What follows belongs to an exercise in optimizing a design on an open flow for small area and a short achievable clock period; a production flow would make more cautious choices.
In this exercise RTL edits were held to simulation tests only and were not proved equivalent to the original.
Power is estimated from default activity; no workload was simulated.

Setup of job 5884:
Design mac_array, start of the top module:
module mac_array (
    input  clk,
    input  rst_n,
    input  [3:0] enable,
    input  [3:0] clear_acc,
    input  [31:0] input_data,
    input  [31:0] weight,
    output [63:0] mac_out,
    output [63:0] activated_out,
    output [3:0] valid,
    output [3:0] overflow
);
==> flow/config.mk <==
export PLATFORM = sky130hd
export DESIGN_NAME = mac_array
export DESIGN_NICKNAME = mac_array
export VERILOG_FILES = /design/flow/design.v
export SDC_FILE = /design/flow/constraint.sdc
export NUM_CORES = 4
export LEC_CHECK = 0
export ABC_CLOCK_PERIOD_IN_PS = 3500
export CAP_MARGIN = 20
export CORE_MARGIN = 2
export CORE_UTILIZATION = 40
export CTS_BUF_LIST = sky130_fd_sc_hd__clkbuf_4 sky130_fd_sc_hd__clkbuf_8
export SETUP_SLACK_MARGIN = 4.0
export SLEW_MARGIN = 20
export SYNTH_HIERARCHICAL = 1
==> flow/constraint.sdc <==
create_clock -name core_clock -period 8.5 [get_ports {clk}]
set_input_delay 1.7000 -clock core_clock [delete_from_list [all_inputs] [get_ports {clk}]]
set_output_delay 1.7000 -clock core_clock [all_outputs]
set_load 0.01 [all_outputs]
standard.sh (not shown) runs the stock make flow with config.mk's settings and CLKGATE_MAP_FILE= SYNTH_SCRIPT=/design/flow/synth_recipe.tcl, a recipe that flattens the netlist after the stock synthesis.
==> flow/flow/run.sh <==
#!/bin/bash
# Layout flow: the standard ORFS flow with two changes.
#  1. Synthesis extracts full/half adder cells only inside the carry-save
#     cells (csa_fa, csa_ha); the other adders are left to ABC, so their
#     carry chains are not built from slow full-adder cells.  Registers are
#     untouched, so they match the standard synthesis.
#  2. The port buffers use the smallest buffer cell; timing repair upsizes
#     the ones on critical paths.
set -euo pipefail
HERE=$PWD
sed 's/^\(  extract_fa {\*}\[dont_use_extract_fa_args\]\)$/\1 csa_fa csa_ha/' \
  "$FLOW_HOME/scripts/synth.tcl" > "$HERE/synth_sel.tcl"
grep -q 'dont_use_extract_fa_args\] csa_fa csa_ha' "$HERE/synth_sel.tcl"
sed "s#^source \$::env(SCRIPTS_DIR)/synth.tcl\$#source $HERE/synth_sel.tcl#" \
  "$HERE/synth_recipe.tcl" > "$HERE/synth_recipe_sel.tcl"
grep -q "source $HERE/synth_sel.tcl" "$HERE/synth_recipe_sel.tcl"
export BUFFER_PORTS_ARGS="-buffer_cell sky130_fd_sc_hd__buf_1"
bash standard.sh SYNTH_SCRIPT="$HERE/synth_recipe_sel.tcl" finish > standard.log 2>&1
Job 5884 did not stop at any stage, and its layout met the timing, design-rule and antenna checks.
Relative to job 5884, the following input files were edited for job 4130:
# job 5884
export LEC_CHECK = 0
export ABC_CLOCK_PERIOD_IN_PS = 3500
export CAP_MARGIN = 20
export CORE_MARGIN = 2
export CORE_UTILIZATION = 40
export CTS_BUF_LIST = sky130_fd_sc_hd__clkbuf_4 sky130_fd_sc_hd__clkbuf_8
export SETUP_SLACK_MARGIN = 4.0
export SLEW_MARGIN = 20
export SYNTH_HIERARCHICAL = 1
create_clock -name core_clock -period 8.5 [get_ports {clk}]
# job 4130
export LEC_CHECK = 0
export CAP_MARGIN = 20
export CORE_MARGIN = 2
export CORE_UTILIZATION = 65
export CTS_BUF_LIST = sky130_fd_sc_hd__clkbuf_4 sky130_fd_sc_hd__clkbuf_8
export PLACE_DENSITY = 0.75
export SETUP_SLACK_MARGIN = 4.0
export SLEW_MARGIN = 20
export SYNTH_HIERARCHICAL = 1
create_clock -name core_clock -period 8.5 [get_ports {clk}]
Findings:
- Changes observed in job 4130 relative to job 5884: clock power lower; part of the power in combinational logic higher; largest clock skew in the final design higher; worst setup slack lower; combined area of the multi-input logic cells higher.
- Taking job 5884 as the reference, in job 4130 pre-CTS setup slack now smaller, wire length of the first global-routing pass fell 0.47%, number of non-filler instances in the completed layout moved down.
- The standard cell core area of job 4130 falls short of that of job 5884 by about 40%.
- Across both runs, met1 track demand over resource in global routing was higher for job 4130 than for job 5884.
What job 550 does differently from job 4130 at the input level:
# job 4130
export LEC_CHECK = 0
export CAP_MARGIN = 20
export CORE_MARGIN = 2
export CORE_UTILIZATION = 65
export CTS_BUF_LIST = sky130_fd_sc_hd__clkbuf_4 sky130_fd_sc_hd__clkbuf_8
export PLACE_DENSITY = 0.75
export SETUP_SLACK_MARGIN = 4.0
export SLEW_MARGIN = 20
export SYNTH_HIERARCHICAL = 1
create_clock -name core_clock -period 8.5 [get_ports {clk}]
# job 550
export LEC_CHECK = 0
export CAP_MARGIN = 20
export CORE_MARGIN = 2
export CORE_UTILIZATION = 40
export SETUP_SLACK_MARGIN = 3.0
export SLEW_MARGIN = 20
export SYNTH_HIERARCHICAL = 1
create_clock -name core_clock -period 8.5 [get_ports {clk}]
==> flow/flow/run.sh <==
#!/bin/bash
# Standard layout, with the port buffers made from the smallest buffer cell
# instead of the resizer's default pick; timing repair upsizes them as needed.
cp standard.sh standard_sh.txt
export BUFFER_PORTS_ARGS="-buffer_cell sky130_fd_sc_hd__buf_1"
bash standard.sh > standard.log 2>&1
### Flow results
Routability-driven placement congestion ratio in job 550 vs job 4130: down 0.014
Summary of job 550 over job 4130: number of distinct library cells after synthesis now sits lower; non-clock inverter instance count of the final layout now sits higher; via count now sits lower; final worst clock skew now sits lower.
Comparing internal power consumption for job 4130 and job 550, the bigger number came from job 4130.
On post-synthesis area per instance: job 550 sits above job 4130.
Looking only at clock-buffer cell count, and setting everything else aside, the higher value of job 4130 and job 550 goes to job 550.
Overall routing resource usage: higher on job 4130
Note that the core area recorded for job 550 amounts to 1.6 times the value seen in job 4130.
Here is what was changed in the inputs of job 7809 compared with job 550.
# job 550
export LEC_CHECK = 0
export CAP_MARGIN = 20
export CORE_MARGIN = 2
export CORE_UTILIZATION = 40
export SETUP_SLACK_MARGIN = 3.0
export SLEW_MARGIN = 20
export SYNTH_HIERARCHICAL = 1
create_clock -name core_clock -period 8.5 [get_ports {clk}]
# job 7809
export LEC_CHECK = 0
export CAP_MARGIN = 20
export CORE_MARGIN = 2
export CORE_UTILIZATION = 40
export CTS_BUF_LIST = sky130_fd_sc_hd__clkbuf_4 sky130_fd_sc_hd__clkbuf_8
export SETUP_SLACK_MARGIN = 4.6
export SLEW_MARGIN = 20
export SYNTH_HIERARCHICAL = 1
create_clock -name core_clock -period 8.5 [get_ports {clk}]
==> flow/flow/run.sh <==
#!/bin/bash
# Layout flow: the standard ORFS flow with two changes.
#  1. Synthesis extracts full/half adder cells only inside the carry-save
#     cells (csa_fa, csa_ha); the other adders are left to ABC, so their
#     carry chains are not built from slow full-adder cells.  Registers are
#     untouched, so they match the standard synthesis.
#  2. The port buffers use the smallest buffer cell; timing repair upsizes
#     the ones on critical paths.
set -euo pipefail
HERE=$PWD
sed 's/^\(  extract_fa {\*}\[dont_use_extract_fa_args\]\)$/\1 csa_fa csa_ha/' \
  "$FLOW_HOME/scripts/synth.tcl" > "$HERE/synth_sel.tcl"
grep -q 'dont_use_extract_fa_args\] csa_fa csa_ha' "$HERE/synth_sel.tcl"
sed "s#^source \$::env(SCRIPTS_DIR)/synth.tcl\$#source $HERE/synth_sel.tcl#" \
  "$HERE/synth_recipe.tcl" > "$HERE/synth_recipe_sel.tcl"
grep -q "source $HERE/synth_sel.tcl" "$HERE/synth_recipe_sel.tcl"
export BUFFER_PORTS_ARGS="-buffer_cell sky130_fd_sc_hd__buf_1"
bash standard.sh SYNTH_SCRIPT="$HERE/synth_recipe_sel.tcl" finish > standard.log 2>&1
--- outcome ---
Job 7809 finished end to end and its layout was clean on timing, DRC and antenna.
Summary: with job 550 as the reference, met3 wire length in job 7809 moved up by more than a quarter.
Internal power component grows by more than half when moving from job 550 to job 7809.
The part of the power in the clock network reported for job 7809 is smaller than that of job 550 by 7.2 points.
The lower combinational fraction of design power of job 550 and job 7809 is in job 550.
Here is what was changed in the inputs of job 3560 compared with job 7809.
# job 7809
export LEC_CHECK = 0
export CAP_MARGIN = 20
export CORE_MARGIN = 2
export CORE_UTILIZATION = 40
export CTS_BUF_LIST = sky130_fd_sc_hd__clkbuf_4 sky130_fd_sc_hd__clkbuf_8
export SETUP_SLACK_MARGIN = 4.6
export SLEW_MARGIN = 20
export SYNTH_HIERARCHICAL = 1
create_clock -name core_clock -period 8.5 [get_ports {clk}]
# job 3560
export LEC_CHECK = 0
export CAP_MARGIN = 20
export CORE_MARGIN = 2
export CORE_UTILIZATION = 40
export CTS_BUF_LIST = sky130_fd_sc_hd__clkbuf_4 sky130_fd_sc_hd__clkbuf_8
export SETUP_SLACK_MARGIN = 4.3
export SLEW_MARGIN = 20
export SYNTH_HIERARCHICAL = 1
create_clock -name core_clock -period 8.5 [get_ports {clk}]
Notes after the runs:
Job 3560: sequential share of power is 2.0 points higher than what job 7809 reported. Job 3560 against job 7809: first-pass GRT wire length fell by 3.4%, area of placed instances down about 3.5%, power attributed to combinational cells shrank by about 16%, footprint of the flip-flops and latches ~0 delta, power of the sequential group closely matched the old numbers. Job 3560 reports its critical path endpoint as activated_out[25] while job 7809 reports activated_out[18].

---

Another version of the RTL of mac_array (not shown whole).
For scale: ~1500 cells after synthesis, roughly 160 flip-flops, roughly 15000 sq um of cells after synthesis.
## mac_array
module mac_array (
    input  clk,
    input  rst_n,
    input  [3:0] enable,
    input  [3:0] clear_acc,
    input  [31:0] input_data,
    input  [31:0] weight,
    output [63:0] mac_out,
    output [63:0] activated_out,
    output [3:0] valid,
    output [3:0] overflow
);
clock: 8.5 ns
lec_check: 0
cap_margin: 20
core_margin: 2
core_utilization: 40
cts_buf_list: sky130_fd_sc_hd__clkbuf_4 sky130_fd_sc_hd__clkbuf_8
setup_slack_margin: 3.8
slew_margin: 20
synth_hierarchical: 1
==> flow/flow/run.sh <==
#!/bin/bash
# Layout flow: the standard ORFS flow with two changes.
#  1. Synthesis extracts full/half adder cells only inside the carry-save
#     cells (csa_fa, csa_ha); the other adders are left to ABC, so their
#     carry chains are not built from slow full-adder cells.  Registers are
#     untouched, so they match the standard synthesis.
#  2. The port buffers use the smallest buffer cell; timing repair upsizes
#     the ones on critical paths.
set -euo pipefail
HERE=$PWD
sed 's/^\(  extract_fa {\*}\[dont_use_extract_fa_args\]\)$/\1 csa_fa csa_ha/' \
  "$FLOW_HOME/scripts/synth.tcl" > "$HERE/synth_sel.tcl"
grep -q 'dont_use_extract_fa_args\] csa_fa csa_ha' "$HERE/synth_sel.tcl"
sed "s#^source \$::env(SCRIPTS_DIR)/synth.tcl\$#source $HERE/synth_sel.tcl#" \
  "$HERE/synth_recipe.tcl" > "$HERE/synth_recipe_sel.tcl"
grep -q "source $HERE/synth_sel.tcl" "$HERE/synth_recipe_sel.tcl"
export BUFFER_PORTS_ARGS="-buffer_cell sky130_fd_sc_hd__buf_1"
bash standard.sh SYNTH_SCRIPT="$HERE/synth_recipe_sel.tcl" finish > standard.log 2>&1
The starting point ran to the end with no violations.
==> next run, changes <==
SETUP_SLACK_MARGIN = 4.0   (was 3.8)
After rerunning: Wire length grows by a few percent. Register-to-register slack is better by 0.06 ns. Cell area goes up by a few percent. Hold slack loses 0.0077 ns.
==> next run, changes <==
SETUP_SLACK_MARGIN = 4.2   (was 4.0)
The new run finished with timing, DRC and antenna clean.
Synthesized cell count stays the same.
Final cell count rises by 3.0%.
Routed wire length grows by 8.7%.
Worst setup slack improves by 0.025 ns.
Final area went up by 9.3%.
Utilization came out higher by 4.5 points.
Via count rises by 3.8%.
Hold slack barely changes.
Sequential share of layout area fell by 1.9 points.
Power came out higher by 15%.
==> next run, changes <==
SETUP_SLACK_MARGIN = 3.7   (was 4.2)
After rerunning: The new run finished with timing, DRC and antenna clean; routed wire length goes down by 13%; first-iteration DRC count decreases by 1.6%; die area stays the same; power shrinks by 28%; combinational power came out lower by 38%; critical path depth increases by 1; flip-flop and latch count stays the same; count of clock-buffer cells in the layout shrinks by 2; clock power goes up by 6.9%.

==> static timing again, ports no longer ideal <==
The flow's constraints put no driver on any port. The routed layouts listed below were extracted and timed again, unchanged, in two steps.
Step 1 assumes that a clkbuf_16 drives the clock port and a buf_2 every other input.
Step 2 also shifts input and output timing later by t, the mid clock arrival at the registers, as if the neighbouring blocks saw the same clock.
a / b / c = no drivers / after step 1 / after step 2; a / b = the first two.
run | t (ns) | setup WS [ns] | worst hold slack (ns) | worst slew at a driven data input, ns | pins driven straight from the clock port
job 5884 | 0.535 | 3.984 / 3.936 / 3.600 | 0.559 / 0.559 / 0.559 | 0.04 | 1
job 4130 | 0.516 | 3.858 / 3.818 / 3.631 | 0.553 / 0.553 / 0.553 | 0.04 | 1
job 550 | 0.479 | 3.225 / 3.179 / 3.527 | 0.516 / 0.516 / 0.516 | 0.04 | 1
job 7809 | 0.579 | 3.962 / 3.919 / 3.930 | 0.561 / 0.561 / 0.561 | 0.17 | 1
job 3560 | 0.526 | 4.081 / 4.037 / 3.833 | 0.562 / 0.562 / 0.562 | 0.07 | 1
the first run of note 2 | 0.526 | 3.920 / 3.871 / 3.440 | 0.555 / 0.555 / 0.555 | 0.04 | 1
the second run of note 2 | 0.530 | 4.047 / 4.052 / 3.532 | 0.547 / 0.547 / 0.547 | 0.07 | 1
the third run of note 2 | 0.518 | 4.072 / 4.028 / 3.663 | 0.548 / 0.548 / 0.548 | 0.14 | 1
the fourth run of note 2 | 0.522 | 3.863 / 3.822 / 3.361 | 0.550 / 0.550 / 0.550 | 0.04 | 1
After both steps setup and hold are still met in every run listed. For the second run of note 2, which loses most, drivers alone change the setup slack by +0.005 ns; drivers and shift together by -0.515 ns.
